From an optimization exercise on the open Yosys and OpenROAD flow, aimed at small area; shortcuts taken in it are not production practice.
The RTL was checked by simulation tests, not by an equivalence proof against the original design.
In every run shown here, the design's own scripts or RTL, not TritonCTS, make the clock network.
The flow treats the clock pin as an ideal source. Dropping or thinning the clock tree relies on that and would not hold on a real chip.
Power is estimated from default activity; no workload was simulated.

==> design.v <==
`timescale 1ns / 1ps
module ds_time(
  input        clk, rst,
  output [2:0] pos_prev,      
  output [2:0] pos_now,       
  output reg   started,       
  output       first,         
  output reg [2:0] a5,        
  output       tick,          
  output       tick2,         
  output       upd,           
  output       a_ev,          
  output       b_ev,          
  output       s_ev,          
  output       h_ev,          
  output       bc0            
);
reg [13:0] u;
reg [2:0]  b5;
reg [1:0]  m3;
reg [3:0]  bc;
always @(posedge clk or posedge rst)
  if (rst) begin
    u <= 14'd1023; a5 <= 3'd0; b5 <= 3'd0; m3 <= 2'd0; bc <= 4'd0; started <= 1'b0;
  end else begin
    u  <= u + 14'd1;
    a5 <= (a5 == 3'd4) ? 3'd0 : a5 + 3'd1;
    if (a5 == 3'd4) b5 <= (b5 == 3'd4) ? 3'd0 : b5 + 3'd1;
    m3 <= (m3 == 2'd2) ? 2'd0 : m3 + 2'd1;
    bc <= (bc == 4'd10) ? 4'd0 : bc + 4'd1;
    if (u[10] & u[8]) started <= 1'b1;
  end
assign pos_prev = u[13:11];
assign pos_now  = u[13:11] + {2'b00, &u[10:0]};
assign first    = ~started & (&u[9:0]);
wire   h     = ~u[0] ^ a5[0] ^ b5[0];
assign tick  = ~u[0] & (a5 == 3'd0) & (b5 == 3'd0);
assign tick2 = ~u[0] & (a5 == 3'd2) & (b5 == 3'd0);
assign upd   = h & (b5 == 3'd1);
wire   m14   = (m3 == 2'd2) & (a5 == 3'd4);      
assign a_ev  = m14 & (u[3:0] == 4'd6);
assign s_ev  = m14 & (u[3:0] == 4'd14);
assign h_ev  = m14 & (u[2:0] == 3'd6);
assign b_ev  = (m3 == 2'd0) & (a5 == 3'd0) & (u[3:0] == 4'd15);
assign bc0   = (bc == 4'd0);
endmodule
module ds_btn(
  input      clk, rst, btn,
  output reg o_btn
);
reg [18:0] lf;
reg        sat;
wire hit = (lf == 19'h2b44b);          
wire run = btn & ~rst;
always @(posedge clk)
  if (run) begin
    lf  <= {lf[17:0], ~(lf[18] ^ lf[17] ^ lf[16] ^ lf[13])};
    sat <= sat | hit;
  end else begin
    lf  <= 19'd0;
    sat <= 1'b0;
  end
always @(posedge clk or posedge rst)
  if (rst) o_btn <= 1'b0;
  else if (btn) o_btn <= hit & ~sat;
endmodule
module ds_adc(
  input            clk, rst, sdata,
  input            a_ev, b_ev, s_ev, h_ev, bc0,
  output reg       clk_ad,
  output reg       cs,
  output [7:0]     sample,       
  output reg [7:0] sample_d      
);
reg       clk_r;
reg [3:0] slot;
reg       f1;                     
always @(posedge clk or posedge rst)
  if (rst) begin
    clk_r <= 1'b0; slot <= 4'd0; f1 <= 1'b1; clk_ad <= 1'b1; cs <= 1'b1;
  end else begin
    if (h_ev) clk_r <= ~clk_r;
    if (s_ev) begin
      if (slot == 4'd13) slot <= 4'd0;
      else if (slot == 4'd4) begin
        slot <= f1 ? 4'd5 : 4'd6;
        f1 <= 1'b0;
      end else slot <= slot + 4'd1;
    end
    clk_ad <= ~clk_r;
    if (a_ev & (slot == 4'd0)) cs <= 1'b1;
    else if (a_ev & (slot == 4'd4)) cs <= 1'b0;
  end
wire ad_load  = b_ev & (slot == 4'd0) & ~f1;
wire ad_shift = b_ev & (slot >= 4'd5);
reg [7:0] sr;
always @(posedge clk)
  if (ad_shift) sr <= {sr[6:0], sdata};
reg [1:0] pl;                      
always @(posedge clk or posedge rst)
  if (rst) begin
    pl <= 2'd0; sample_d <= 8'd0;
  end else if (ad_load) pl <= 2'd1;
  else if (bc0) begin
    if (pl == 2'd1) pl <= 2'd2;
    else if (pl == 2'd2) begin
      pl <= 2'd0;
      sample_d <= sr;
    end
  end
assign sample = (pl != 2'd0) ? sr : sample_d;
endmodule
module ds_ow(
  input            clk, rst, bus, tick, tick2, upd, bc0,
  input      [2:0] a5,
  output           pull,
  output reg [3:0] tl,           
  output reg [7:0] th            
);
localparam [3:0] S00 = 4'd0, S1 = 4'd1, S2 = 4'd2, S4 = 4'd3, S5 = 4'd4, S6 = 4'd5,
                 S7 = 4'd6, WR0 = 4'd7, WR1 = 4'd8, RD1 = 4'd9, RD3 = 4'd10;
reg [3:0]  st;
reg [5:0]  sp;          
reg        owb;         
reg        pbit;        
reg [1:0]  pt;          
reg        adv;         
reg [3:0]  nst;
reg [19:0] kr;
reg        kc, clr, km;
wire       j0 = (a5 == 3'd0);
wire       cin = j0 | kc;
wire [4:0] ksum = {1'b0, kr[3:0]} + {4'd0, cin};
wire [3:0] knew = upd ? (clr ? 4'd0 : ksum[3:0]) : kr[3:0];
reg [19:0] kw;
always @(*)
  case (st)
    S1:      kw = 20'd502;
    S2:      kw = 20'd102;
    S4:      kw = 20'd401;
    S6:      kw = 20'd750001;
    WR0:     kw = 20'd81;
    WR1:     kw = 20'd82;
    RD1:     kw = 20'd12;
    RD3:     kw = 20'd57;
    default: kw = 20'd0;
  endcase
reg [3:0] kwn;
always @(*)
  case (a5)
    3'd0: kwn = kw[3:0];
    3'd1: kwn = kw[7:4];
    3'd2: kwn = kw[11:8];
    3'd3: kwn = kw[15:12];
    default: kwn = kw[19:16];
  endcase
always @(posedge clk) begin
  kr <= {knew, kr[19:4]};
  kc <= ksum[4];
  km <= (j0 | km) & (&(kr[3:0] | ~kwn));
  if (tick) clr <= adv;
end
reg wbit;
always @(*)
  case (sp)
    6'd15, 6'd16, 6'd19, 6'd20, 6'd23, 6'd27,
    6'd32, 6'd33, 6'd36, 6'd37, 6'd39, 6'd40, 6'd41, 6'd42, 6'd43, 6'd45: wbit = 1'b1;
    default: wbit = 1'b0;
  endcase
always @(*) begin
  adv = 1'b1;
  nst = st;
  case (st)
    S00:  nst = S1;
    S1:   begin adv = km; nst = S2; end
    S2:   begin adv = km; nst = bus ? S1 : S4; end
    S4:   begin adv = km; nst = S5; end
    S5:   if (sp == 6'd29) nst = S6;
          else if (sp == 6'd46) nst = S7;
          else nst = wbit ? WR1 : WR0;
    S6:   begin adv = km | bus; nst = S1; end
    S7:   nst = (sp == 6'd63) ? S1 : RD1;
    WR0:  begin adv = owb & ~clr; nst = S5; end
    WR1:  begin adv = km; nst = S5; end
    RD1:  begin adv = km; nst = RD3; end
    RD3:  begin adv = km; nst = S7; end
    default: nst = S00;
  endcase
end
always @(posedge clk or posedge rst)
  if (rst) begin
    st <= S00; sp <= 6'd13; owb <= 1'b1;
  end else if (tick) begin
    if (adv) st <= nst;
    case (st)
      S1:   if (clr) owb <= 1'b0;
            else if (km) owb <= 1'b1;
      S5:   begin
              sp <= sp + 6'd1;
              if (sp == 6'd29) owb <= 1'b1;
              else if (sp != 6'd46 && wbit) owb <= 1'b0;
            end
      S7:   if (sp == 6'd63) sp <= 6'd13;
            else begin sp <= sp + 6'd1; owb <= 1'b0; end
      WR0:  if (clr) owb <= 1'b0;
            else if (km) owb <= 1'b1;
      WR1:  if (!clr) owb <= 1'b1;
      RD1:  if (!clr) owb <= 1'b1;
      default: ;
    endcase
  end
assign pull = ~owb;
wire rd_ev = tick & (st == RD3) & clr;
always @(posedge clk)
  if (rd_ev) pbit <= bus;
always @(posedge clk or posedge rst)
  if (rst) pt <= 2'd0;
  else if (rd_ev) pt <= 2'd1;
  else if (bc0) begin
    if (pt == 2'd1) pt <= 2'd2;
    else if (pt == 2'd2) pt <= 2'd0;
  end
wire [3:0] idx = sp[3:0];
wire commit_lo = (pt != 2'd0) & tick2 & (idx[3:2] == 2'd0);
wire commit_hi = (pt == 2'd2) & bc0;
always @(posedge clk or posedge rst)
  if (rst) tl <= 4'hF;
  else if (commit_lo) tl[idx[1:0]] <= pbit;
always @(posedge clk or posedge rst)
  if (rst) th <= 8'h01;
  else if (commit_hi && idx >= 4'd4 && idx <= 4'd11) th[idx - 4'd4] <= pbit;
endmodule
module ds_disp(
  input        clk, rst, btn, started, first,
  input  [2:0] a,
  input  [3:0] tl,
  input  [7:0] th,
  input  [7:0] sample_d,
  output [7:0] seg_out
);
reg flag0, flag1, flag2;
always @(posedge clk or posedge rst)
  if (rst) begin
    flag0 <= 1'b1; flag1 <= 1'b1; flag2 <= 1'b1;
  end else begin
    flag0 <= flag0 ^ btn;
    flag1 <= flag0;
    flag2 <= flag1;
  end
wire [7:0] x = flag2 ? th : ~sample_d;
function [3:0] add3;
  input [3:0] v;
  add3 = (v >= 4'd5) ? v + 4'd3 : v;
endfunction
wire [3:0] d1 = add3({1'b0, x[7:5]});
wire [3:0] d2 = add3({d1[2:0], x[4]});
wire [3:0] d3 = add3({d2[2:0], x[3]});
wire [3:0] d4 = add3({d3[2:0], x[2]});
wire [3:0] d5 = add3({d4[2:0], x[1]});
wire [3:0] e1 = add3({1'b0, d1[3], d2[3], d3[3]});
wire [3:0] e2 = add3({e1[2:0], d4[3]});
wire [3:0] ones = {d5[2:0], x[0]};
wire [3:0] tens = {e2[2:0], d5[3]};
wire [3:0] hund = {2'b00, e1[3], e2[3]};
wire [7:0] fr = {tl, 3'b000} + {2'b00, tl, 1'b0};
wire [3:0] frac = fr[7:4];
reg [3:0] nib;
always @(*)
  if (!started || a[2]) nib = 4'd0;
  else if (flag2)
    case (a[1:0])
      2'd0: nib = frac;
      2'd1: nib = ones;
      2'd2: nib = tens;
      default: nib = hund;
    endcase
  else
    case (a[1:0])
      2'd0: nib = ones;
      2'd1: nib = tens;
      2'd2: nib = hund;
      default: nib = 4'd0;
    endcase
reg [6:0] seg;
always @(*)
  case (nib)
    4'h0: seg = 7'h40;
    4'h1: seg = 7'h79;
    4'h2: seg = 7'h24;
    4'h3: seg = 7'h30;
    4'h4: seg = 7'h19;
    4'h5: seg = 7'h12;
    4'h6: seg = 7'h02;
    4'h7: seg = 7'h78;
    4'h8: seg = 7'h00;
    4'h9: seg = 7'h10;
    4'hA: seg = 7'h7E;
    4'hB: seg = 7'h7D;
    4'hC: seg = 7'h7B;
    4'hD: seg = 7'h77;
    4'hE: seg = 7'h6F;
    default: seg = 7'h5F;
  endcase
wire dp = flag1 & (a == 3'd1);
assign seg_out = first ? 8'hFF : {~dp, seg};
endmodule
module ds18b20_light(clk,rst,ds18b20_in,ds18b20_pull,the_btn,SEG7_SEG,SEG7_SEL,ADC549_DATA,ADC549_CLK,ADC549_CS_N,led);
input  clk,rst,the_btn,ADC549_DATA;
input  ds18b20_in;      
output ds18b20_pull;    
output ADC549_CLK,ADC549_CS_N;
output [7:0] led;
output [7:0] SEG7_SEG;
output [3:0] SEG7_SEL;
wire [2:0] pos_prev, pos_now;
wire started, first, tick, tick2, upd, a_ev, b_ev, s_ev, h_ev, bc0;
wire [2:0] a5;
ds_time tm(.clk(clk), .rst(rst), .pos_prev(pos_prev), .pos_now(pos_now), .started(started),
  .first(first), .a5(a5), .tick(tick), .tick2(tick2), .upd(upd), .a_ev(a_ev), .b_ev(b_ev), .s_ev(s_ev), .h_ev(h_ev), .bc0(bc0));
assign SEG7_SEL = (pos_now == 3'd0) ? 4'b1110 :
                  (pos_now == 3'd1) ? 4'b1101 :
                  (pos_now == 3'd2) ? 4'b1011 :
                  (pos_now == 3'd3) ? 4'b0111 : 4'b1111;
wire o_btn;
ds_btn bt(.clk(clk), .rst(rst), .btn(the_btn), .o_btn(o_btn));
wire [7:0] sample, sample_d;
ds_adc ad(.clk(clk), .rst(rst), .sdata(ADC549_DATA), .a_ev(a_ev), .b_ev(b_ev), .s_ev(s_ev),
  .h_ev(h_ev), .bc0(bc0), .clk_ad(ADC549_CLK), .cs(ADC549_CS_N), .sample(sample), .sample_d(sample_d));
wire [7:0] change = ~sample;
assign led = rst ? 8'h00 :
             (change > 8'hDF) ? 8'hFF :
             (change > 8'hBF) ? 8'h7F :
             (change > 8'h9F) ? 8'h3F :
             (change > 8'h7F) ? 8'h1F :
             (change > 8'h5F) ? 8'h0F :
             (change > 8'h3F) ? 8'h07 :
             (change > 8'h1F) ? 8'h03 :
             (change > 8'h02) ? 8'h01 : 8'h00;
wire [3:0] tl;
wire [7:0] th;
ds_ow ow(.clk(clk), .rst(rst), .bus(ds18b20_in), .tick(tick), .tick2(tick2), .upd(upd), .a5(a5), .bc0(bc0),
  .pull(ds18b20_pull), .tl(tl), .th(th));
ds_disp dsp(.clk(clk), .rst(rst), .btn(o_btn), .started(started), .first(first), .a(pos_prev),
  .tl(tl), .th(th), .sample_d(sample_d), .seg_out(SEG7_SEG));
endmodule
==> flow/run.sh <==
#!/bin/bash
# Layout: the standard ORFS flow (standard.sh) with these changes:
#  * synthesis maps the logic with an area-oriented ABC script
#    (flow/abc_area.script, used through a copy of ORFS's scripts folder)
#    and without the adder extraction step (ADDER_MAP_FILE empty), so ABC
#    also optimises the counters; registers are mapped by the standard
#    steps and left as they are
#  * ports are buffered with sky130_fd_sc_hd__buf_1
#  * the clock tree is built by flow/mcts.tcl (run before CTS): the clock
#    port drives one clkbuf_8, which drives 8 clkbuf_8, one for each eighth
#    of the registers by placement
# make's full output goes to make.log; each ORFS step logs under orfs/logs.
set -euo pipefail
here=$(pwd)
rm -rf "$here/scripts_area"
cp -r "$FLOW_HOME/scripts" "$here/scripts_area"
cp "$here/flow/abc_area.script" "$here/scripts_area/abc_area.script"
BUF="-buffer_cell sky130_fd_sc_hd__buf_1"
export BUFFER_PORTS_ARGS="$BUF" PRE_CTS_TCL="$here/flow/mcts.tcl"
bash standard.sh "SCRIPTS_DIR=$here/scripts_area" "ABC_AREA=1" "ADDER_MAP_FILE=" \
  "PRE_CTS_TCL=$here/flow/mcts.tcl" "BUFFER_PORTS_ARGS=$BUF" finish > make.log 2>&1
==> flow/abc_area.script <==
strash
&get -n
&deepsyn -T 30
&put
dch
amap
strash
dch
amap
topo
==> flow/mcts.tcl <==
proc mcts_split { items n } {
  set groups [list $items]
  set axis 1
  while {[llength $groups] < $n} {
    set ng {}
    foreach g $groups {
      set s [lsort -real -index $axis $g]
      set h [expr {[llength $s] / 2}]
      lappend ng [lrange $s 0 [expr {$h - 1}]] [lrange $s $h end]
    }
    set groups $ng
    set axis [expr {3 - $axis}]
  }
  return $groups
}
proc mcts_centre { g } {
  set sx 0.0; set sy 0.0
  foreach e $g { set sx [expr {$sx + [lindex $e 1]}]; set sy [expr {$sy + [lindex $e 2]}] }
  set n [llength $g]
  return [list [expr {int($sx / $n)}] [expr {int($sy / $n)}]]
}
proc mcts_buffer { name cell innet x y } {
  set block [ord::get_db_block]
  set inst [odb::dbInst_create $block [[ord::get_db] findMaster $cell] $name]
  set net [odb::dbNet_create $block "${name}_net"]
  $net setSigType CLOCK
  [$inst findITerm A] connect $innet
  [$inst findITerm X] connect $net
  $inst setLocation $x $y
  $inst setPlacementStatus PLACED
  return $net
}
proc mcts_build { nl leafcell nr rootcell } {
  set block [ord::get_db_block]
  set clknet [$block findNet clk]
  set sinks {}
  foreach it [$clknet getITerms] {
    set bb [[$it getInst] getBBox]
    lappend sinks [list $it [expr {([$bb xMin] + [$bb xMax]) / 2.0}] [expr {([$bb yMin] + [$bb yMax]) / 2.0}]]
  }
  foreach it [$clknet getITerms] { $it disconnect }
  set leaves [mcts_split $sinks $nl]
  # leaf centres, grouped for the roots
  set lc {}
  set i 0
  foreach g $leaves { lappend lc [concat [list $i] [mcts_centre $g]]; incr i }
  if {$nr > 0} {
    set rgroups [mcts_split $lc $nr]
  } else {
    set rgroups [list $lc]
  }
  set r 0
  foreach rg $rgroups {
    if {$nr > 0} {
      set c [mcts_centre $rg]
      set innet [mcts_buffer "mcts_root_$r" $rootcell $clknet [lindex $c 0] [lindex $c 1]]
    } else {
      set innet $clknet
    }
    foreach e $rg {
      set li [lindex $e 0]
      set net [mcts_buffer "mcts_leaf_$li" $leafcell $innet [lindex $e 1] [lindex $e 2]]
      foreach s [lindex $leaves $li] { [lindex $s 0] connect $net }
    }
    incr r
  }
  puts "mcts: [llength $sinks] clock pins, $nl leaf buffers ($leafcell), $nr root buffers ($rootcell)"
}

# Used as ORFS's PRE_CTS_TCL: build the tree, then make the step's
# clock_tree_synthesis call a no-op (the rest of the CTS step, timing repair
# and legalisation, runs as usual).
mcts_build 8 sky130_fd_sc_hd__clkbuf_8 1 sky130_fd_sc_hd__clkbuf_8
set_propagated_clock [all_clocks]
proc clock_tree_synthesis { args } {
  puts "clock_tree_synthesis skipped: the clock tree was built by flow/mcts.tcl"
}
==> standard.sh <==
#!/bin/bash
# synth_recipe.tcl (not shown) runs the flow's synth.tcl, then flattens the netlist and writes it again
# the make line also repeats each setting of config.mk as NAME=value (left out here)
make -C /OpenROAD-flow-scripts/flow DESIGN_CONFIG=/design/flow/config.mk WORK_HOME=/design/flow/orfs CLKGATE_MAP_FILE= SYNTH_SCRIPT=/design/flow/synth_recipe.tcl "${@:-finish}"
==> config.mk <==
export PLATFORM = sky130hd
export DESIGN_NAME = ds18b20_light
export DESIGN_NICKNAME = ds18b20_light
export VERILOG_FILES = /design/flow/design.v
export SDC_FILE = /design/flow/constraint.sdc
export NUM_CORES = 4
export LEC_CHECK = 0
export CAP_MARGIN = 20
export CORE_MARGIN = 2
export CORE_UTILIZATION = 40
export SLEW_MARGIN = 20
==> constraint.sdc <==
create_clock -name core_clock -period 20.0 [get_ports {clk}]
set_input_delay 4.0000 -clock core_clock [delete_from_list [all_inputs] [get_ports {clk}]]
set_output_delay 4.0000 -clock core_clock [all_outputs]
set_load 0.01 [all_outputs]
==> results of run 1 <==
[routing by layer]
layer  track usage  vias up
li1              -     2281
met1        0.2100     2070
met3       0.01311       16
met4       0.02371        0
met5             0        -
met2        0.2616       85
[per-stage QoR]
stage / cell area [µm²] / cells / utilization
final: 5995 / 852 / 0.4473
after global routing: 5995 / 852 / 0.4473
after CTS: 5989 / 852 / 0.4470
after detailed placement: 5866 / 843 / 0.4377
after global placement: 5866 / 843 / 0.4377
after floorplan: 5537 / 639 / -
[logic make-up after synthesis]
family                 synth area share
buffers and inverters           0.06237
DFF                              0.5462
and+or+nand+nor                  0.2124
AOI/OAI and AO/OA                0.1790
[cell usage after synthesis, drive strengths merged, types with 11 or more instances]
master	count	area [µm²]
o21a	12	90.09
nor2b	13	81.33
dfrtp	49	1226
dfstp	25	656.9
o21ai	34	170.2
nand2	47	176.4
nor3	21	105.1
a31oi	12	75.07
a21oi	27	135.1
o22a	11	96.34
nor2	139	521.8
clkinv	92	345.3
o22ai	24	150.1
nand3	12	60.06
dfxtp	42	840.8
or2	12	75.07
[registers in the layout (all words and copies together), names as in the netlist, 2 cells and up]
| name | cells |
|---|---|
| tm.u | 14 |
| ad.pl | 2 |
| ow.pt | 2 |
| ow.kr | 20 |
| ow.st | 4 |
| ad.sr | 8 |
| ow.sp | 6 |
| bt.lf | 19 |
| tm.b5 | 3 |
| ad.sample_d | 8 |
| ow.tl | 4 |
| tm.bc | 4 |
| tm.a5 | 3 |
| ow.th | 8 |
| ad.slot | 4 |
| tm.m3 | 2 |
[final cells by class]
| class | count | area, µm² | share of cell area |
|---|---|---|---|
| timing repair buffer | 28 | 108.9 | 0.01816 |
| inverter | 92 | 345.3 | 0.05761 |
| multi-input combinational | 421 | 2172 | 0.3623 |
| buffer | 9 | 123.9 | 0.02066 |
| tap | 176 | 220.2 | 0.03674 |
| sequential | 126 | 3024 | 0.5045 |
[worst register-to-register path, stage by stage, from the launching register on]
cell and delay, ps:
dfstp_2 550, clkinv_1 140, nor2_1 190, clkinv_1 100
nor2_1 240, and2_0 220, and3_1 210, nand2_1 140
nor2_1 190, nand2_1 130, nor2_1 180, nand2_1 110
nor2_1 180, nor2_1 60, a21oi_1 170
[power breakdown]
part | internal [µW] | leakage [µW] | total, µW | switching (µW)
registers | 256 | 0.00134 | 256 | 0.0788
clock network | 40.8 | 0.0000647 | 113 | 72.1
logic | 1.16 | 0.000815 | 6.10 | 4.94
total | 298 | 0.00222 | 375 | 77.1
[worst paths after layout]
path                            depth (start not counted)  startpoint             end
min in group asynchronous                               3         rst  ad.sample_d[7]
worst min register to register                          0    ow.kr[5]        ow.kr[1]
worst max register to register                         14     tm.u[0]        tm.u[13]
worst min-delay path                                    0    ow.kr[5]        ow.kr[1]
max in group asynchronous                               3         rst        tm.a5[2]
worst max-delay path                                   26   dsp.flag2     SEG7_SEG[3]
==> impl_metrics.toml, run 1 <==
[power]
powerDensity_nw_per_um2 = 62.60
p_total_uw = 375.3
p_leak_uw = 0.002215
irDropWorstVdd_mv = 0.04610

[cts]
clk_pin_slew_worst_paths_ps = 100
clk_latency_ps = 380
cts_setup_buffers = 0
postCtsHoldBufs = 0
cts_resized = 0

[finish]
fin_nets = 683
drive_gt1_frac = 0.05473
final_common_cell = "nor2_1"
nFillCells = 1349
antenna_cells = 0
most-common-layout-cells = "139 x nor2_1, 91 x clkinv_1, 49 x dfrtp_1"
area_growth_pct = 8.271

[critical_path]
path_common_cell = "clkinv_1"
critPathMaxFanout = 10
cpPeakStageDelay_ps = 640
r2r_slack_ps = 17110
path_delay_family = "simple AND/OR/NAND/NOR gates"
worstSetupStartpointType = "flop"
crit_buf_inv = 6
arrival_ps = 6090
cp_slowest_cell = "dfstp_2"
path_class = "reg -> out"
cp-end-kind = "output port"
required_ps = 16000

[logic_synthesis]
syn-num-nets = 644
synth_ff_type = "dfrtp_1"
async_flop_share = 0.5873
synth_cell_types = 42
syn_area_um2 = 5537
synth-seq-cells = 126
synth_seq_area_share = 0.5462
syn_inst = 639
synth_edf_count = 10
avgSynthCellArea_um2 = 8.664
yosysWarnings = 5

[timing]
slew_headroom = 0.3801
worst_pin_slew_ps = 929.9
fin_tns_setup_ps = 0
whs_ps = 321.6
fin_crit_sh = 0.5045
setup_ws_ps = 9911
slew_viol_final = 0
finalCriticalPeriod_ps = 10090
grt_setup_unrepaired = "no"
clock_skew_ps = 13.86
hold_viol = 0
setup_viol = 0
max_freq_mhz = 99.12

[place]
port_buffers = 27
place_hpwl_um = 8174
gp_congestion = 0.8794
post-place-ws_ps = 10040

[floorplanning]
die_w_um = 121.7
core_area_um2 = 13400
io_pins = 28
initial_core_util = 0.4132
die_area_um2 = 14800
fp-row-count = 42
die_y_um = 121.7

[global_routing]
grt_max_degree = 78
grt_pass1_wl_um = 19070
grt_usage = 0.1506
grt_overflow = 0
grt_antenna_before_repair = 0
grt_pass1_vias = 4157

[detailed_routing]
drt_iter0_drc = 260
drc = 0
ant_nets = 0
m1WireLength_um = 5224
drt-total-wl_um = 10870
routed_via_density = 5.225
wl_per_cell_um = 12.76
dr_wl_met3_um = 386
firstDrtPassIters = 4
wl_met2_um = 5087
num_vias = 4452
top_layer = "met4"

[run]
max_cap_violations = 0

[hold_path]
min_path_type = "reg -> reg"

[run_status]
status = "finished clean"
==> run 2, diff against run 1 <==
--- a/design.v
+++ b/design.v
@@ -127,38 +127,39 @@
 reg        adv;         
 reg [3:0]  nst;
-reg [19:0] kr;
+reg [14:0] kr;
 reg        kc, clr, km;
 wire       j0 = (a5 == 3'd0);
 wire       cin = j0 | kc;
-wire [4:0] ksum = {1'b0, kr[3:0]} + {4'd0, cin};
-wire [3:0] knew = upd ? (clr ? 4'd0 : ksum[3:0]) : kr[3:0];
-reg [19:0] kw;
+wire [3:0] ksum = {1'b0, kr[2:0]} + {3'd0, cin};
+wire [2:0] knew = upd ? (clr ? 3'd0 : ksum[2:0]) : kr[2:0];
+reg [14:0] kw;
 always @(*)
   case (st)
-    S1:      kw = 20'd502;
-    S2:      kw = 20'd102;
-    S4:      kw = 20'd401;
-    S6:      kw = 20'd750001;
-    WR0:     kw = 20'd81;
-    WR1:     kw = 20'd82;
-    RD1:     kw = 20'd12;
-    RD3:     kw = 20'd57;
-    default: kw = 20'd0;
+    S1:      kw = 15'd502;
+    S2:      kw = 15'd102;
+    S4:      kw = 15'd401;
+    S6:      kw = 15'd29105;       
+    WR0:     kw = 15'd81;
+    WR1:     kw = 15'd82;
+    RD1:     kw = 15'd12;
+    RD3:     kw = 15'd57;
+    default: kw = 15'd0;
   endcase
-reg [3:0] kwn;
+reg [2:0] kwn;
 always @(*)
   case (a5)
-    3'd0: kwn = kw[3:0];
-    3'd1: kwn = kw[7:4];
-    3'd2: kwn = kw[11:8];
-    3'd3: kwn = kw[15:12];
-    default: kwn = kw[19:16];
+    3'd0: kwn = kw[2:0];
+    3'd1: kwn = kw[5:3];
+    3'd2: kwn = kw[8:6];
+    3'd3: kwn = kw[11:9];
+    default: kwn = kw[14:12];
   endcase
 always @(posedge clk) begin
-  kr <= {knew, kr[19:4]};
-  kc <= ksum[4];
-  km <= (j0 | km) & (&(kr[3:0] | ~kwn));
+  kr <= {knew, kr[14:3]};
+  kc <= ksum[3];
+  km <= (j0 | km) & (&(kr[2:0] | ~kwn));
   if (tick) clr <= adv;
 end
+wire s6end = km & (sp == 6'd52);
 reg wbit;
 always @(*)
@@ -179,5 +180,5 @@
           else if (sp == 6'd46) nst = S7;
           else nst = wbit ? WR1 : WR0;
-    S6:   begin adv = km | bus; nst = S1; end
+    S6:   begin adv = s6end | bus; nst = S1; end
     S7:   nst = (sp == 6'd63) ? S1 : RD1;
     WR0:  begin adv = owb & ~clr; nst = S5; end
@@ -201,4 +202,6 @@
               else if (sp != 6'd46 && wbit) owb <= 1'b0;
             end
+      S6:   if (adv) sp <= 6'd30;
+            else if (kc) sp <= sp + 6'd1;
       S7:   if (sp == 6'd63) sp <= 6'd13;
             else begin sp <= sp + 6'd1; owb <= 1'b0; end
==> run 2 against run 1 <==
Against the previous run:
- routed wire length up 2.3%
- fmax is 0.83% higher
- critical path type is now in -> out
- synthesized area is 2.2% lower
- critical path depth decreased by 19
- clock skew fell by 3.3 ps
- highest routed layer unchanged
- combinational power grew 2%
- total power is 3.6% lower
- worst setup slack improved by 83 ps
- hold slack improved by 4.4 ps
- clock power down 4%
- register-to-register slack worse by 490 ps
- via count is 0.63% higher
==> impl_metrics.toml, run 2 <==
[critical_path]
cp_slowest_cell = "buf_4"
cp-startpoint = "rst"
crit_buf_inv = 4
worstSetupStartpointType = "input port"
path_common_cell = "buf_1"
path_class = "in -> out"
path_cells = "buf_1 -> inv_2 -> buf_4 -> o221ai_1 -> o21ai_0 -> a31o_1 -> buf_1"
arrival_ps = 6010
critPathMaxFanout = 77
r2r_start = "ow.st[0]"
cp-end-kind = "output port"
crit_cells = 7
required_ps = 16000
path_delay_family = "buffers and inverters"
cpPeakStageDelay_ps = 700
r2r_slack_ps = 16620
crit-reg2reg-capture = "ow.sp[3]"
critical_path.endpoint = "led[0]"
reg2regPathDepth = 12

[logic_synthesis]
synth-seq-cells = 121
synth_area_leaders = "dfrtp_1 23%, dfxtp_1 14%, dfstp_2 12%"
async_flop_share = 0.6116
avgSynthCellArea_um2 = 8.582
syn-num-nets = 636
yosys.area.top_type = "dfrtp_1"
syn_area_um2 = 5415
synth_seq_area_share = 0.5400
syn_inst = 631
ys_top_cells_by_count = "139 x nor2_1, 88 x clkinv_1, 49 x dfrtp_1, 43 x nand2_1, 41 x o21ai_0"
yosysWarnings = 5
yosysMostFrequentCell = "nor2_1"
synth_edf_count = 10
synth_cell_types = 43
synth_ff_type = "dfrtp_1"
synth_top_area_share = 0.2264

[finish]
fin_nets = 675
largest_reg_flops = 19
fin_util = 0.4431
top_regs = "bt.lf (19), ow.kr (15), tm.u (14)"
final_common_cell = "nor2_1"
antenna_cells = 0
nFillCells = 1333
top_register = "bt.lf"
most-common-layout-cells = "139 x nor2_1, 87 x clkinv_1, 49 x dfrtp_1"
fin_cells = 844
area_growth_pct = 8.364
drive_gt1_frac = 0.05389

[power]
p_total_uw = 361.6
powerDensity_nw_per_um2 = 61.62
p_leak_uw = 0.002161
irDropWorstVdd_mv = 0.04731

[detailed_routing]
routed_via_density = 5.308
ant_nets = 0
firstDrtPassIters = 4
drt-total-wl_um = 11120
num_vias = 4480
drt_iter0_drc = 235
drc = 0
wl_per_cell_um = 13.18

[global_routing]
grt_usage = 0.1568
grt_antenna_before_repair = 0
grt_overflow = 0
grt_max_degree = 78
grt_pass1_wl_um = 19440
grt_pass1_vias = 4229

[place]
place_hpwl_um = 8398
gp_congestion = 0.8723
post-place-ws_ps = 9882
port_buffers = 27
dpl.cell_count = 835

[timing]
setup_ws_ps = 9993
worst_pin_slew_ps = 936.2
fin_crit_sh = 0.5003
setup_viol = 0
slew_viol_final = 0
slew_headroom = 0.3759
finalCriticalPeriod_ps = 10010
fin_tns_setup_ps = 0
hold_viol = 0
clock_skew_ps = 10.58
grt_setup_unrepaired = "no"
max_freq_mhz = 99.93

[floorplanning]
initial_core_util = 0.4089
fp-row-count = 42
die_w_um = 120.4
core_area_um2 = 13240
io_pins = 28
die_y_um = 120.4
die_area_um2 = 14480

[hold_path]
min_from = "ow.kr[14]"
min_path_type = "reg -> reg"

[cts]
cts_setup_buffers = 0
clk_latency_ps = 370
cts_resized = 0
postCtsHoldBufs = 0
clk_pin_slew_worst_paths_ps = 90

[run_status]
status = "finished clean"

[run]
max_cap_violations = 0
## run 2: per-stage QoR
| stage | hold slack (ps) | area, µm² |
|---|---|---|
| after floorplan | 309.6 | 5415 |
| after global placement | 310.9 | 5744 |
| after detailed placement | 314.3 | 5744 |
| after CTS | 326.2 | 5868 |
| after global routing | 327.3 | 5868 |
| final | 326.0 | 5868 |
## run 2: cell type report
class	count	area (µm²)	area share
Inverter	88	330.3	0.05629
Tap cell	176	220.2	0.03753
Timing Repair Buffer	28	108.9	0.01855
Multi-Input combinational cell	422	2161	0.3682
Buffer	9	123.9	0.02111
Sequential cell	121	2924	0.4983
## run 2: power by group
part           leakage, µW  switching (µW)  total [µW]  internal [µW]
Sequential         0.00129          0.0730         246            246
Clock            0.0000647            68.4         109           40.7
Combinational     0.000806            5.05        6.20           1.14
## run 2: how the worst min path moves through the flow
stage	endpoint	depth (start not counted)	slack, ps
after floorplan	ow.kr[0]	0	310
after global placement	ow.kr[0]	0	310
after detailed placement	ow.kr[0]	0	310
after CTS	ow.kr[11]	0	330
after global routing	ow.kr[2]	0	330
final	ow.kr[11]	0	330
## run 2: layer usage
layer | track usage | part of all wire | up-vias
li1 | - | - | 2260
met1 | 0.2182 | 0.48 | 2114
met2 | 0.2702 | 0.47 | 89
met3 | 0.01651 | 0.039 | 17
met4 | 0.02544 | 0.018 | 0
met5 | 0 | 0 | -
## run 2: cells by family (layout without fill, tap and decap cells)
logic type      Yosys count  after routing  synth area share
flops                   121            121            0.5400
compound gates          149            149            0.1742
buf+inv                  88            125           0.06100
simple gates            273            273            0.2248
==> run 3, diff against run 2 <==
--- a/design.v
+++ b/design.v
@@ -16,5 +16,8 @@
   output       bc0            
 );
-reg [13:0] u;
+reg [13:10] uh;
+reg [9:0]  un;                          
+wire [13:0] u = {uh, ~un};
+wire [13:0] u1 = u + 14'd1;
 reg [2:0]  b5;
 reg [1:0]  m3;
@@ -22,7 +25,8 @@
 always @(posedge clk or posedge rst)
   if (rst) begin
-    u <= 14'd1023; a5 <= 3'd0; b5 <= 3'd0; m3 <= 2'd0; bc <= 4'd0; started <= 1'b0;
+    uh <= 4'd0; un <= 10'd0; a5 <= 3'd0; b5 <= 3'd0; m3 <= 2'd0; bc <= 4'd0; started <= 1'b0;
   end else begin
-    u  <= u + 14'd1;
+    uh <= u1[13:10];
+    un <= ~u1[9:0];
     a5 <= (a5 == 3'd4) ? 3'd0 : a5 + 3'd1;
     if (a5 == 3'd4) b5 <= (b5 == 3'd4) ? 3'd0 : b5 + 3'd1;
@@ -49,14 +53,14 @@
   output reg o_btn
 );
-reg [18:0] lf;
+reg [18:0] q;
 reg        sat;
-wire hit = (lf == 19'h2b44b);          
+wire hit = (q == (19'h2b44b ^ 19'h2AAAA));    
 wire run = btn & ~rst;
 always @(posedge clk)
   if (run) begin
-    lf  <= {lf[17:0], ~(lf[18] ^ lf[17] ^ lf[16] ^ lf[13])};
+    q   <= {~q[17:0], ~(q[18] ^ q[17] ^ q[16] ^ q[13])};
     sat <= sat | hit;
   end else begin
-    lf  <= 19'd0;
+    q   <= 19'h2AAAA;
     sat <= 1'b0;
   end
==> run 3 against run 2 <==
Against the previous run:
- utilization rose by 0.23 points
- sequential power barely moved
- critical path type is now reg -> out
- clock power rose by 4%
- critical endpoint is now SEG7_SEG[4]
- highest routed layer unchanged
- still clean
==> impl_metrics.toml, run 3 <==
[logic_synthesis]
syn_area_um2 = 5464
yosys.area.top_type = "dfrtp_1"
synth_cell_types = 43
avgSynthCellArea_um2 = 8.355
synth_ff_type = "dfrtp_1"
synth_top_area_share = 0.2702
syn-num-nets = 659
ys_top_cells_by_count = "150 x nor2_1, 93 x clkinv_1, 59 x dfrtp_1, 58 x nand2_1, 37 x dfxtp_1"
synth-seq-cells = 121
async_flop_share = 0.6116
yosysWarnings = 5
synth_edf_count = 10
synth_area_leaders = "dfrtp_1 27%, dfxtp_1 14%, nor2_1 10%"
yosysMostFrequentCell = "nor2_1"
synth_seq_area_share = 0.5329
syn_inst = 654

[finish]
largest_reg_flops = 19
fin_nets = 699
antenna_cells = 0
fin_util = 0.4454
register_area_um2 = 2912
top_register = "bt.q"
fin_area_um2 = 5922
top_regs = "bt.q (19), ow.kr (15), tm.un (10)"
fin_cells = 868
area_growth_pct = 8.381
final_common_cell = "nor2_1"
multi_input_area_um2 = 2203
most-common-layout-cells = "150 x nor2_1, 92 x clkinv_1, 59 x dfrtp_1"
drive_gt1_frac = 0.03902
nFillCells = 1303

[detailed_routing]
drt-total-wl_um = 11940
num_vias = 4559
drt_iter0_drc = 302
drc = 0
firstDrtPassIters = 5
ant_nets = 0
wl_per_cell_um = 13.76
routed_via_density = 5.252

[floorplanning]
die_y_um = 120.9
die_w_um = 120.9
io_pins = 28
initial_core_util = 0.4110
core_area_um2 = 13300
die_area_um2 = 14610
fp-row-count = 42

[timing]
grt_setup_unrepaired = "no"
finalCriticalPeriod_ps = 10300
max_freq_mhz = 97.06
slew_viol_final = 0
worst_pin_slew_ps = 960.6
setup_viol = 0
fin_tns_setup_ps = 0
fin_crit_sh = 0.5151
slew_headroom = 0.3596
setup_ws_ps = 9697
clock_skew_ps = 16.71
hold_viol = 0

[critical_path]
arrival_ps = 6300
path_class = "reg -> out"
cp_slowest_cell = "dfstp_2"
worstSetupStartpointType = "flop"
critPathMaxFanout = 13
cp-end-kind = "output port"
cpPeakStageDelay_ps = 670
path_common_cell = "clkinv_1"
required_ps = 16000

[cts]
cts_setup_buffers = 0
clk_latency_ps = 380
clk_pin_slew_worst_paths_ps = 110
postCtsHoldBufs = 0
cts_resized = 0

[place]
post-place-ws_ps = 10280
port_buffers = 27
dpl.cell_count = 858
gp_congestion = 0.8968
place_hpwl_um = 8950
placed_area_um2 = 5793

[power]
powerDensity_nw_per_um2 = 61.62
p_leak_uw = 0.002237
irDropWorstVdd_mv = 0.05744

[run]
max_cap_violations = 0

[global_routing]
grt_max_degree = 76
grt_antenna_before_repair = 0
grt_overflow = 0
grt_pass1_vias = 4451
grt_usage = 0.1655
grt_pass1_wl_um = 20580

[hold_path]
min_path_type = "reg -> reg"

[run_status]
status = "finished clean"
-- run 3: routing by layer --
| metal | up-vias | share of wire | track usage |
|---|---|---|---|
| met5 | - | 0 | 0 |
| met4 | 0 | 0.015 | 0.02907 |
| met3 | 15 | 0.050 | 0.01316 |
| met2 | 112 | 0.46 | 0.2809 |
| met1 | 2118 | 0.47 | 0.2349 |
| li1 | 2314 | - | - |
-- run 3: area by class of cell --
type | count | area share
sequential | 121 | 0.4917
multi-input combinational | 440 | 0.3721
inverter | 93 | 0.05895
tap | 176 | 0.03719
buffer | 9 | 0.02092
timing repair buffer | 29 | 0.01923
-- run 3: where the power goes --
part | switching [µW] | leakage, µW | internal, µW
clock network | 72.2 | 0.0000647 | 40.8
registers | 0.0837 | 0.00126 | 246
logic | 4.80 | 0.000911 | 0.862
total | 77.1 | 0.00224 | 288
-- run 3: cells by family after synthesis --
kind of cell	after synthesis	synth area share
flip-flops	121	0.5329
AND/OR/NAND/NOR	290	0.2283
buffers and inverters	93	0.06389
AO/OA/AOI/OAI	150	0.1749
-- run 3: worst paths after layout --
kind | start | endpoint | slack [ps] | cells after the start
hold / removal | ow.kr[4] | ow.kr[1] | 330 | 0
setup reg to reg | ow.st[0] | ow.sp[5] | 16420 | 12
hold reg to reg | ow.kr[4] | ow.kr[1] | 330 | 0
max in group asynchronous | rst | ad.clk_r | 15400 | 3
setup / recovery | dsp.flag2 | SEG7_SEG[4] | 9700 | 29
min in group asynchronous | rst | ad.sample_d[0] | 3970 | 3
-- run 3: metrics by stage --
step                      total power (µW)  hold slack [ps]
after global placement               257.1            311.1
after floorplan                      254.9            309.6
after detailed placement             257.3            312.8
after CTS                            368.7            334.2
after global routing                 378.9            342.1
final                                364.9            331.8
-- run 3: worst max-delay path, delay by kind of cell (launching register included) --
family / cells / cell delay, ps
and+or+nand+nor: 12 / 2130
AOI/OAI and AO/OA: 9 / 1850
buffers and inverters: 8 / 1250
DFF: 1 / 670
==> run 4, diff against run 3 <==
--- a/design.v
+++ b/design.v
@@ -231,9 +231,10 @@
 wire commit_lo = (pt != 2'd0) & tick2 & (idx[3:2] == 2'd0);
 wire commit_hi = (pt == 2'd2) & bc0;
-always @(posedge clk or posedge rst)
-  if (rst) tl <= 4'hF;
+wire init = tick & (st == S00);
+always @(posedge clk)
+  if (init) tl <= 4'hF;
   else if (commit_lo) tl[idx[1:0]] <= pbit;
-always @(posedge clk or posedge rst)
-  if (rst) th <= 8'h01;
+always @(posedge clk)
+  if (init) th <= 8'h01;
   else if (commit_hi && idx >= 4'd4 && idx <= 4'd11) th[idx - 4'd4] <= pbit;
 endmodule
==> flow/run.sh (replaced) <==
#!/bin/bash
# Layout: the standard ORFS flow (standard.sh) with these changes:
#  * synthesis: the logic is mapped by ABC with area-oriented scripts
#    (flow/abc_area_N.script, four seeds of the same script; flow/multi_abc.tcl
#    keeps the smallest result), without ORFS's adder extraction step
#    (ADDER_MAP_FILE empty), through a copy of ORFS's scripts folder; the
#    registers are mapped by the standard steps and left as they are
#  * ports are buffered with sky130_fd_sc_hd__buf_1
#  * the clock tree is built by flow/mcts.tcl (run before CTS): the clock
#    port drives one clkbuf_8, which drives 8 clkbuf_8, one for each eighth
#    of the registers by placement
# make's full output goes to make.log; each ORFS step logs under orfs/logs.
set -euo pipefail
here=$(pwd)
rm -rf "$here/scripts_area"
cp -r "$FLOW_HOME/scripts" "$here/scripts_area"
cp "$here"/flow/abc_area_*.script "$here/scripts_area/"
cp "$here/flow/abc_area_1.script" "$here/scripts_area/abc_area.script"
sed -i "s|^  log_cmd abc {\*}\$abc_args\$|  source $here/flow/multi_abc.tcl|" "$here/scripts_area/synth.tcl"
grep -q "multi_abc.tcl" "$here/scripts_area/synth.tcl"
BUF="-buffer_cell sky130_fd_sc_hd__buf_1"
export BUFFER_PORTS_ARGS="$BUF" PRE_CTS_TCL="$here/flow/mcts.tcl"
bash standard.sh "SCRIPTS_DIR=$here/scripts_area" "ABC_AREA=1" "ADDER_MAP_FILE=" \
  "PRE_CTS_TCL=$here/flow/mcts.tcl" "BUFFER_PORTS_ARGS=$BUF" finish > make.log 2>&1
==> flow/abc_area_1.script (new file) <==
strash
&get -n
&deepsyn -T 30 -S 1
&put
dch
amap
strash
dch
amap
topo
==> flow/abc_area_2.script (new file) <==
strash
&get -n
&deepsyn -T 30 -S 2
&put
dch
amap
strash
dch
amap
topo
==> flow/abc_area_3.script (new file) <==
strash
&get -n
&deepsyn -T 30 -S 3
&put
dch
amap
strash
dch
amap
topo
==> flow/abc_area_4.script (new file) <==
strash
&get -n
&deepsyn -T 30 -S 4
&put
dch
amap
strash
dch
amap
topo
==> flow/multi_abc.tcl (new file) <==
# Sourced by synth.tcl in place of its single ABC call: map the logic with
# each flow/abc_area_N.script (the same script with different seeds) and keep
# the smallest result. ABC maps only the logic; the registers, mapped before
# this step, are the same in every result.
design -save my_pre_abc
set my_best ""
set my_best_area 0
foreach my_sc [lsort [glob $::env(SCRIPTS_DIR)/abc_area_*.script]] {
  design -load my_pre_abc
  set my_args $abc_args
  lset my_args [expr {[lsearch -exact $my_args -script] + 1}] $my_sc
  log_cmd abc {*}$my_args
  set my_stat [tee -q -s result.string stat {*}$lib_args]
  regexp {Chip area for module[^:]*:\s*([0-9.]+)} $my_stat -> my_area
  puts "multi-abc: $my_sc area $my_area"
  if {$my_best eq "" || $my_area < $my_best_area} {
    set my_best $my_sc
    set my_best_area $my_area
    design -save my_best_abc
  }
}
design -load my_best_abc
puts "multi-abc: kept $my_best, area $my_best_area"
--- a/config.mk
+++ b/config.mk
@@ -8,4 +8,4 @@
 export CAP_MARGIN = 20
 export CORE_MARGIN = 2
-export CORE_UTILIZATION = 40
+export CORE_UTILIZATION = 65
 export SLEW_MARGIN = 20
removed: flow/abc_area.script
==> run 4 against run 3 <==
Against the previous run:
- still clean on timing, DRC and antenna
- clock skew shrank 1.5 ps
- die area shrank 38%
- critical path depth shrank 7
- fmax grew 9.4%
- register-to-register slack gained 470 ps
- hold slack lost 8.3 ps
- combinational power grew to 6.3 times the previous value
- routed wire length shrank 9.2%
- total power grew 8.5%
- critical path type unchanged
- largest power group unchanged
==> impl_metrics.toml, run 4 <==
[floorplanning]
die_y_um = 94.81
die_area_um2 = 8989
die_w_um = 94.81
initial_core_util = 0.6623
core_area_um2 = 8093
fp-row-count = 33
io_pins = 28

[critical_path]
crit_buf_inv = 3
path_delay_family = "simple AND/OR/NAND/NOR gates"
cpPeakStageDelay_ps = 660
arrival_ps = 5410
cp_slowest_cell = "dfstp_2"
critPathMaxFanout = 11
r2r_start = "tm.un[0]"
path_class = "reg -> out"
cp-startpoint = "dsp.flag2"
cp-end-kind = "output port"
worstSetupStartpointType = "flop"
path_common_cell = "nor2_1"
required_ps = 16000
path_cells = "clkinv_1 -> o22ai_1 -> nor2_1 -> nor2_1 -> nand3_1 -> o31ai_1 -> o21ai_0 -> nand3_1 -> a31oi_1 -> nor2_1 -> clkinv_1 -> a21oi_1 -> or2_0 -> nor2_1 -> a2111oi_0 -> a211oi_1 -> or3_1 -> nor3_1 -> or2_0 -> nand2_1 -> o22ai_1 -> buf_1"

[logic_synthesis]
synth_top_family_by_area = "simple AND/OR/NAND/NOR gates"
synth-compound-area-share = 0.1793
synth_top_area_share = 0.2428
synthSimpleGateAreaFrac = 0.2304
synthAdderAreaFrac = 0
synth_edf_count = 10
yosysMostFrequentCell = "nor2_1"
ys_top_cells_by_count = "136 x nor2_1, 85 x clkinv_1, 66 x nand2_1, 52 x dfrtp_1, 49 x dfxtp_1"
yosys.area.top_type = "dfrtp_1"
avgSynthCellArea_um2 = 8.310
syn_inst = 645
synthXorXnorAreaFrac = 0
synth_ff_type = "dfrtp_1"
synth_seq_area_share = 0.5308
syn-num-nets = 650
synth_area_leaders = "dfrtp_1 24%, dfxtp_1 18%, nor2_1 9.5%"
async_flop_share = 0.5124
synth_cell_types = 42
synth-seq-cells = 121
syn_area_um2 = 5360
synth_mux_area_frac = 0
yosysWarnings = 5

[detailed_routing]
num_vias = 4565
wl_per_cell_um = 13.78
drt_iter0_drc = 257
ant_nets = 0
drc = 0
drt-total-wl_um = 10840
routed_via_density = 5.801
firstDrtPassIters = 6

[global_routing]
grt_max_degree = 66
grt_antenna_before_repair = 0
grt_pass1_wl_um = 18620
grt_usage = 0.2504
grt_pass1_vias = 4137
grt_overflow = 0

[place]
port_buffers = 27
gp_congestion = 0.9047
post-place-ws_ps = 10650
place_hpwl_um = 8258

[cts]
clk_latency_ps = 370
cts_resized = 0
cts_setup_buffers = 0
clk_pin_slew_worst_paths_ps = 100
postCtsHoldBufs = 0

[finish]
most-common-layout-cells = "136 x nor2_1, 84 x clkinv_1, 66 x nand2_1"
antenna_cells = 0
nFillCells = 659
drive_gt1_frac = 0.03226
register_area_um2 = 2845
final_common_cell = "nor2_1"
area_growth_pct = 6.886
largest_reg_flops = 19
top_register = "bt.q"
fin_nets = 689
multi_input_area_um2 = 2201
top_regs = "bt.q (19), ow.kr (15), tm.un (10)"

[timing]
grt_setup_unrepaired = "no"
worst_pin_slew_ps = 788.9
max_freq_mhz = 106.2
setup_viol = 0
fin_crit_sh = 0.4707
whs_ps = 323.5
hold_viol = 0
finalCriticalPeriod_ps = 9413
setup_ws_ps = 10590
slew_viol_final = 0
clock_skew_ps = 15.18
slew_headroom = 0.4741
fin_tns_setup_ps = 0

[run]
max_cap_violations = 0

[power]
p_leak_uw = 0.002186
p_total_uw = 395.8
irDropWorstVdd_mv = 0.05975
powerDensity_nw_per_um2 = 69.08

[hold_path]
min_path_type = "reg -> reg"
min_from = "ow.kr[3]"

[run_status]
status = "finished clean"
## run 4: cell types whose count changed after synthesis, sizes merged, moves of 5 or more
cell    delta
dfrtp      -7
or3        +6
o22ai     -16
a31oi     +10
nand2      +8
dfstp      -5
clkinv     -8
or2        -7
dfxtp     +12
nor2      -14
o21ai     +10
## run 4: layout make-up
class | count | share of cell area
sequential | 121 | 0.4966
multi-input combinational | 439 | 0.3841
inverter | 85 | 0.05569
tap | 105 | 0.02293
buffer | 9 | 0.02162
timing repair buffer | 28 | 0.01900
## run 4: path summary, 6_finish.rpt
kind                                        to  slack, ps  cells after the start
worst max-delay path               SEG7_SEG[5]      10590                     22
worst min-delay path                  ow.kr[0]        320                      0
worst max register to register       tm.uh[13]      16890                      9
worst min register to register        ow.kr[0]        320                      0
max in group asynchronous             tm.b5[2]      15610                      3
min in group asynchronous       ad.sample_d[7]       3860                      3
## run 4: cell families after synthesis
group / Yosys count
flip-flops: 121
AND/OR/NAND/NOR: 284
AO/OA/AOI/OAI: 155
buffers and inverters: 85
## run 4: per-stage QoR
| step | area, µm² | instances | util |
|---|---|---|---|
| 3_3_place_gp | 5600 | 778 | 0.6920 |
| 4_1_cts | 5724 | 787 | 0.7073 |
| 5_1_grt | 5729 | 787 | 0.7079 |
| 6_report | 5729 | 787 | 0.7079 |
| 3_5_place_dp | 5600 | 778 | 0.6920 |
| 2_1_floorplan | 5360 | 645 | - |
## run 4: power breakdown
group / internal [µW] / switching, µW / total [µW]
sequential: 249 / 3.84 / 253
clock: 40.6 / 66.7 / 107
combinational: 11.0 / 24.6 / 35.6
## run 4: routing by layer
layer  track usage  vias to the layer above  wire length [µm]
li1              -                     2315                 -
met1        0.3553                     2117              5064
met2        0.4320                      118              5163
met3       0.01836                       15               487
met4       0.04106                        0               128
met5             0                        -                 0
## run 4: worst register-to-register path, stage by stage (launching register included)
cell and delay [ps]:
dfrtp_1 410, nor2_1 140, nand2_1 110, or3_1 400, or2_0 270, or3_1 440, or3_1 470, nor2_1 230
nand2_1 140, o32ai_1 380
==> run 5, diff against run 4 <==
--- a/config.mk
+++ b/config.mk
@@ -8,4 +8,4 @@
 export CAP_MARGIN = 20
 export CORE_MARGIN = 2
-export CORE_UTILIZATION = 65
+export CORE_UTILIZATION = 40
 export SLEW_MARGIN = 20
==> run 5 against run 4 <==
Against the previous run:
- still clean on timing, DRC and antenna
- flip-flop and latch count unchanged
- clock power about the same
- worst setup slack better by 58 ps
- register-to-register slack worse by 30 ps
- routed wire length is 5.1% higher
- critical endpoint is now SEG7_SEG[3]
==> impl_metrics.toml, run 5 <==
[critical_path]
path_cells = "clkinv_1 -> o22ai_1 -> nor2_1 -> nor2_1 -> nand3_1 -> o31ai_1 -> o21ai_0 -> nand3_1 -> a31oi_1 -> nor2_1 -> clkinv_1 -> a21oi_1 -> or2_0 -> nor2_1 -> a2111oi_0 -> a211oi_1 -> or3_1 -> o21ai_0 -> o21ai_0 -> nor3_1 -> or2_0 -> buf_1"
path_class = "reg -> out"
reg2regPathDepth = 9
cp_slowest_cell = "dfstp_2"
path_common_cell = "nor2_1"
r2r_start = "tm.un[0]"
arrival_ps = 5360
r2r_slack_ps = 16860
cpPeakStageDelay_ps = 640
required_ps = 16000
crit-reg2reg-capture = "tm.uh[13]"
cp-startpoint = "dsp.flag2"
worstSetupStartpointType = "flop"
critPathMaxFanout = 11
cp-end-kind = "output port"

[timing]
slew_viol_final = 0
finalCriticalPeriod_ps = 9356
grt_setup_unrepaired = "no"
hold_viol = 0
fin_tns_setup_ps = 0
setup_viol = 0
slew_headroom = 0.4554
fin_crit_sh = 0.4678
clock_skew_ps = 10.40
max_freq_mhz = 106.9
worst_pin_slew_ps = 816.9

[logic_synthesis]
yosysWarnings = 5
synth_seq_area_share = 0.5308
syn-num-nets = 650
synth_top_area_share = 0.2428
syn_inst = 645
synth_area_leaders = "dfrtp_1 24%, dfxtp_1 18%, nor2_1 9.5%"
syn_area_um2 = 5360
synth_ff_type = "dfrtp_1"
async_flop_share = 0.5124
synth_edf_count = 10
synth_cell_types = 42
avgSynthCellArea_um2 = 8.310
yosys.area.top_type = "dfrtp_1"
synth-seq-cells = 121
ys_top_cells_by_count = "136 x nor2_1, 85 x clkinv_1, 66 x nand2_1, 52 x dfrtp_1, 49 x dfxtp_1"
yosysMostFrequentCell = "nor2_1"

[power]
powerDensity_nw_per_um2 = 68.49
irDropWorstVdd_mv = 0.04733
p_leak_uw = 0.002186

[cts]
cts_setup_buffers = 0
cts_resized = 0
clk_pin_slew_worst_paths_ps = 90
postCtsHoldBufs = 0
clk_latency_ps = 370

[detailed_routing]
drc = 0
wl_per_cell_um = 13.29
num_vias = 4520
drt-total-wl_um = 11400
firstDrtPassIters = 5
drt_iter0_drc = 254
routed_via_density = 5.268
ant_nets = 0

[finish]
final_common_cell = "nor2_1"
nFillCells = 1315
fin_util = 0.4411
top_register = "bt.q"
top_regs = "bt.q (19), ow.kr (15), tm.un (10)"
most-common-layout-cells = "136 x nor2_1, 84 x clkinv_1, 66 x nand2_1"
largest_reg_flops = 19
antenna_cells = 0
fin_cells = 858
fin_nets = 689
area_growth_pct = 8.543
drive_gt1_frac = 0.03226

[floorplanning]
die_area_um2 = 14340
initial_core_util = 0.4064
die_w_um = 119.8
io_pins = 28
die_y_um = 119.8
core_area_um2 = 13190
fp-row-count = 42

[global_routing]
grt_max_degree = 66
grt_usage = 0.1584
grt_pass1_vias = 4329
grt_antenna_before_repair = 0
grt_pass1_wl_um = 19550
grt_overflow = 0

[hold_path]
min_from = "ow.kr[7]"
worstHoldEndpoint = "ow.kr[4]"
min_path_type = "reg -> reg"
holdPathStages = 0

[place]
port_buffers = 27
dpl.cell_count = 849
place_hpwl_um = 8556
gp_congestion = 0.8860

[run_status]
status = "finished clean"

[run]
max_cap_violations = 0
[run 5: how the worst max path moves through the flow]
stage                        endpoint  depth (start not counted)
after floorplan                led[0]                          2
after detailed placement       led[3]                          6
after CTS                      led[3]                          6
after global routing      SEG7_SEG[3]                         22
final                     SEG7_SEG[3]                         22
after global placement         led[3]                          6
[run 5: cells by family (layout without fill, tap and decap cells)]
| logic type | after synthesis | after routing | synth area share |
|---|---|---|---|
| compound gates | 155 | 155 | 0.1793 |
| flops | 121 | 121 | 0.5308 |
| simple gates | 284 | 284 | 0.2304 |
| buf+inv | 85 | 122 | 0.05952 |
[run 5: worst max-delay path, delay by kind of cell, from the launching register on]
family                 cells  cell delay, ps
AOI/OAI and AO/OA          9            2040
buffers and inverters      3             490
DFF                        1             640
and+or+nand+nor           10            1790
[run 5: cell type report]
class                   count  area, µm²  share of cell area
plain buffers               9      123.9             0.02129
multi-input cells         439       2201              0.3783
flip-flops and latches    121       2845              0.4890
inverters                  85      319.1             0.05484
well taps                 176      220.2             0.03785
repair buffers             28      108.9             0.01871
[run 5: power breakdown]
group / switching, µW / leakage [µW] / internal (µW)
logic: 25.2 / 0.000914 / 11.0
clock network: 68.7 / 0.0000647 / 40.7
registers: 3.83 / 0.00121 / 249
total: 97.8 / 0.00219 / 301
[run 5: routing by layer]
| metal | routed length, µm | vias up | track usage |
|---|---|---|---|
| met5 | 0 | - | 0 |
| met4 | 239 | 0 | 0.03456 |
| met3 | 493 | 20 | 0.01616 |
| met2 | 5335 | 96 | 0.2779 |
| met1 | 5333 | 2090 | 0.2124 |
| li1 | - | 2314 | - |
[run 5: stage by stage]
stage	setup slack [ps]	area [µm²]	hold slack (ps)	power (µW)
after global routing	9967	5818	335.6	419.3
final	10640	5818	327.4	398.5
after CTS	10650	5813	329.9	404.6
after detailed placement	10640	5689	312.8	293.6
after floorplan	10040	5360	309.6	284.2
after global placement	10700	5689	309.7	293.0
==> run 6, diff against run 5 <==
--- a/design.v
+++ b/design.v
@@ -10,5 +10,5 @@
   output       tick2,         
   output       upd,           
-  output       a_ev,          
+  output       z120,          
   output       b_ev,          
   output       s_ev,          
@@ -43,5 +43,5 @@
 assign upd   = h & (b5 == 3'd1);
 wire   m14   = (m3 == 2'd2) & (a5 == 3'd4);      
-assign a_ev  = m14 & (u[3:0] == 4'd6);
+assign z120  = (m3 == 2'd0) & (a5 == 3'd0) & (u[2:0] == 3'd7);
 assign s_ev  = m14 & (u[3:0] == 4'd14);
 assign h_ev  = m14 & (u[2:0] == 3'd6);
@@ -70,17 +70,17 @@
 endmodule
 module ds_adc(
-  input            clk, rst, sdata,
-  input            a_ev, b_ev, s_ev, h_ev, bc0,
-  output reg       clk_ad,
-  output reg       cs,
+  input            clk, rst, sdata, first,
+  input            b_ev, s_ev, h_ev, z120, bc0,
+  output           clk_ad,
+  output           cs,
   output [7:0]     sample,       
   output reg [7:0] sample_d      
 );
-reg       clk_r;
+reg       clk_r;                  
 reg [3:0] slot;
 reg       f1;                     
 always @(posedge clk or posedge rst)
   if (rst) begin
-    clk_r <= 1'b0; slot <= 4'd0; f1 <= 1'b1; clk_ad <= 1'b1; cs <= 1'b1;
+    clk_r <= 1'b0; slot <= 4'd0; f1 <= 1'b1;
   end else begin
     if (h_ev) clk_r <= ~clk_r;
@@ -92,8 +92,7 @@
       end else slot <= slot + 4'd1;
     end
-    clk_ad <= ~clk_r;
-    if (a_ev & (slot == 4'd0)) cs <= 1'b1;
-    else if (a_ev & (slot == 4'd4)) cs <= 1'b0;
   end
+assign clk_ad = first | ~(clk_r ^ z120);
+assign cs = ~((clk_r & (slot >= 4'd4)) | (~clk_r & ((slot >= 4'd5) | ((slot == 4'd0) & ~f1))));
 wire ad_load  = b_ev & (slot == 4'd0) & ~f1;
 wire ad_shift = b_ev & (slot >= 4'd5);
@@ -322,8 +321,8 @@
 output [3:0] SEG7_SEL;
 wire [2:0] pos_prev, pos_now;
-wire started, first, tick, tick2, upd, a_ev, b_ev, s_ev, h_ev, bc0;
+wire started, first, tick, tick2, upd, z120, b_ev, s_ev, h_ev, bc0;
 wire [2:0] a5;
 ds_time tm(.clk(clk), .rst(rst), .pos_prev(pos_prev), .pos_now(pos_now), .started(started),
-  .first(first), .a5(a5), .tick(tick), .tick2(tick2), .upd(upd), .a_ev(a_ev), .b_ev(b_ev), .s_ev(s_ev), .h_ev(h_ev), .bc0(bc0));
+  .first(first), .a5(a5), .tick(tick), .tick2(tick2), .upd(upd), .z120(z120), .b_ev(b_ev), .s_ev(s_ev), .h_ev(h_ev), .bc0(bc0));
 assign SEG7_SEL = (pos_now == 3'd0) ? 4'b1110 :
                   (pos_now == 3'd1) ? 4'b1101 :
@@ -333,5 +332,5 @@
 ds_btn bt(.clk(clk), .rst(rst), .btn(the_btn), .o_btn(o_btn));
 wire [7:0] sample, sample_d;
-ds_adc ad(.clk(clk), .rst(rst), .sdata(ADC549_DATA), .a_ev(a_ev), .b_ev(b_ev), .s_ev(s_ev),
+ds_adc ad(.clk(clk), .rst(rst), .sdata(ADC549_DATA), .first(first), .z120(z120), .b_ev(b_ev), .s_ev(s_ev),
   .h_ev(h_ev), .bc0(bc0), .clk_ad(ADC549_CLK), .cs(ADC549_CS_N), .sample(sample), .sample_d(sample_d));
 wire [7:0] change = ~sample;
==> run 6 against run 5 <==
Against the previous run:
- still clean
- register-to-register slack got worse by 150 ps
- die area down 0.13%
- critical path depth increased by 6
- synthesized area shrank 0.14%
- global-route usage is 0.076 points lower
- first-iteration DRC count rose by 37%
- critical path type unchanged
- highest routed layer unchanged
==> impl_metrics.toml, run 6 <==
[timing]
clock_skew_ps = 16.59
grt_setup_unrepaired = "no"
fin_tns_setup_ps = 0
setup_viol = 0
slew_headroom = 0.3098
finalCriticalPeriod_ps = 10540
max_freq_mhz = 94.92
fin_crit_sh = 0.5268
worst_pin_slew_ps = 1027
hold_viol = 0
slew_viol_final = 0

[global_routing]
grt_usage = 0.1576
grt_pass1_vias = 4241
grt_max_degree = 62
grt_antenna_before_repair = 0
grt_overflow = 0
grt_pass1_wl_um = 19380

[logic_synthesis]
yosysWarnings = 5
synth_area_leaders = "dfrtp_1 24%, dfxtp_1 18%, nor2_1 9.9%"
yosys.area.top_type = "dfrtp_1"
ys_top_cells_by_count = "141 x nor2_1, 96 x clkinv_1, 66 x nand2_1, 52 x dfrtp_1, 49 x dfxtp_1"
synth_top_area_share = 0.2431
synth_seq_area_share = 0.5217
async_flop_share = 0.5042
syn_area_um2 = 5353
syn-num-nets = 661
avgSynthCellArea_um2 = 8.160
synth_edf_count = 10
synth-seq-cells = 119
synth_cell_types = 42
synth_ff_type = "dfrtp_1"
syn_inst = 656
yosysMostFrequentCell = "nor2_1"

[finish]
fin_cells = 869
nFillCells = 1334
antenna_cells = 0
drive_gt1_frac = 0.02742
most-common-layout-cells = "141 x nor2_1, 95 x clkinv_1, 66 x nand2_1"
fin_nets = 700
top_regs = "bt.q (19), ow.kr (15), tm.un (10)"
final_common_cell = "nor2_1"
fin_util = 0.4419
largest_reg_flops = 19
top_register = "bt.q"
area_growth_pct = 8.462

[detailed_routing]
ant_nets = 0
drt-total-wl_um = 11400
firstDrtPassIters = 5
top_layer = "met4"
routed_via_density = 5.220
wl_per_cell_um = 13.11
dr_wl_met3_um = 538
num_vias = 4536
drt_iter0_drc = 349
drc = 0
wl_met2_um = 5349
m1WireLength_um = 5354

[place]
dpl.cell_count = 860
port_buffers = 27
gp_congestion = 0.8874
place_hpwl_um = 8659

[floorplanning]
fp-row-count = 42
io_pins = 28
die_area_um2 = 14320
die_y_um = 119.7
die_w_um = 119.7
core_area_um2 = 13140
initial_core_util = 0.4074

[power]
p_total_uw = 426.8
powerDensity_nw_per_um2 = 73.52
p_sw_uw = 119.9
irDropWorstVdd_mv = 0.05323
p_int_uw = 307.0
swShare = 0.2808
combPwrFrac = 0.154
p_leak_uw = 0.002148
p_clk_frac = 0.255
pwr-share-seq = 0.591

[critical_path]
worstSetupStartpointType = "flop"
cp_slowest_cell = "dfstp_2"
path_common_cell = "nor2_1"
cp-end-kind = "output port"
path_class = "reg -> out"
critPathMaxFanout = 11
required_ps = 16000
arrival_ps = 6540
cpPeakStageDelay_ps = 650

[cts]
clk_pin_slew_worst_paths_ps = 100
cts_resized = 0
postCtsHoldBufs = 0
clk_latency_ps = 380
cts_setup_buffers = 0

[run_status]
status = "finished clean"

[hold_path]
min_path_type = "reg -> reg"

[run]
max_cap_violations = 0
-- run 6: cell type report --
cell class              instances  area [µm²]  share of cell area
plain buffers                   9       123.9             0.02134
repair buffers                 28       108.9             0.01875
inverters                      96       360.3             0.06207
flip-flops and latches        119        2793              0.4810
multi-input cells             441        2200              0.3789
well taps                     176       220.2             0.03793
-- run 6: path summary, 6_finish.rpt --
| check | startpoint | end | slack, ps | cells past startpoint |
|---|---|---|---|---|
| min | ow.kr[3] | ow.kr[0] | 330 | 0 |
| min reg2reg | ow.kr[3] | ow.kr[0] | 330 | 0 |
| max in group asynchronous | rst | ad.slot[1] | 15580 | 3 |
| min in group asynchronous | rst | ad.sample_d[6] | 3870 | 3 |
| max reg2reg | tm.un[0] | ow.th[7] | 16710 | 8 |
| max | dsp.flag2 | SEG7_SEG[0] | 9460 | 28 |
-- run 6: critical path: cells and delay by family (launching register included) --
family                 cells  cell delay, ps
DFF                        1             650
AOI/OAI and AO/OA         14            3570
and+or+nand+nor            9            1100
buffers and inverters      5             840
-- run 6: power by group through the flow --
| stage | registers, µW | logic [µW] | clock network (µW) |
|---|---|---|---|
| after floorplan | 255 | 50.6 | 0 |
| after global placement | 257 | 62.3 | 0 |
| after detailed placement | 257 | 64.3 | 0 |
| after CTS | 252 | 64.6 | 115 |
| after global routing | 253 | 73.9 | 124 |
| final | 252 | 65.7 | 109 |
-- run 6: cell families after synthesis --
logic type             synth area share
DFF                              0.5217
buffers and inverters           0.06732
AOI/OAI and AO/OA                0.1774
and+or+nand+nor                  0.2335
-- run 6: per-stage QoR --
step	cell area, µm²	hold slack (ps)	setup slack, ps
5_1_grt	5806	338.6	8631
4_1_cts	5806	333.5	9596
3_3_place_gp	5682	311.6	10390
3_5_place_dp	5682	312.1	10050
6_report	5806	327.5	9465
2_1_floorplan	5353	309.6	9438
-- run 6: layer usage --
| layer | up-vias | global-route usage |
|---|---|---|
| li1 | 2339 | - |
| met1 | 2081 | 0.2156 |
| met2 | 103 | 0.2729 |
| met3 | 13 | 0.01901 |
| met4 | 0 | 0.02721 |
| met5 | - | 0 |

[separate check: timing with driven ports]
No port has a modelled driver above. Below, the same layouts with a new extraction and two added sets of constraints. Step 1 assumes that a clkbuf_16 drives the clock port and a buf_2 every other input. Step 2 moves the port delays by t, midway between the first and last clock arrival at a register: inputs arrive t later, outputs are due t later. That takes back most of the time a late clock gives input paths. a / b / c = no drivers / after step 1 / after step 2; a / b = the first two.
run | t (ns) | setup WS [ns] | worst setup path at the end | latest minus earliest clock arrival (ns) | worst data-port slew with drivers (ns)
run 1 | 0.398 | 9.911 / 9.883 / 10.112 | input to output | 0.018 / 0.018 | 0.03
run 2 | 0.395 | 9.993 / 9.962 / 9.962 | input to output | 0.011 / 0.011 | 0.04
run 3 | 0.406 | 9.697 / 9.666 / 10.072 | register to output | 0.018 / 0.018 | 0.03
run 4 | 0.397 | 10.587 / 10.557 / 10.701 | input to output | 0.016 / 0.016 | 0.03
run 5 | 0.398 | 10.645 / 10.616 / 10.697 | input to output | 0.010 / 0.010 | 0.03
run 6 | 0.402 | 9.465 / 9.434 / 9.836 | register to output | 0.017 / 0.017 | 0.03
After both steps setup and hold are still met in every run listed. For run 2, which loses most, drivers alone change the setup slack by -0.031 ns; drivers and shift together by -0.031 ns.
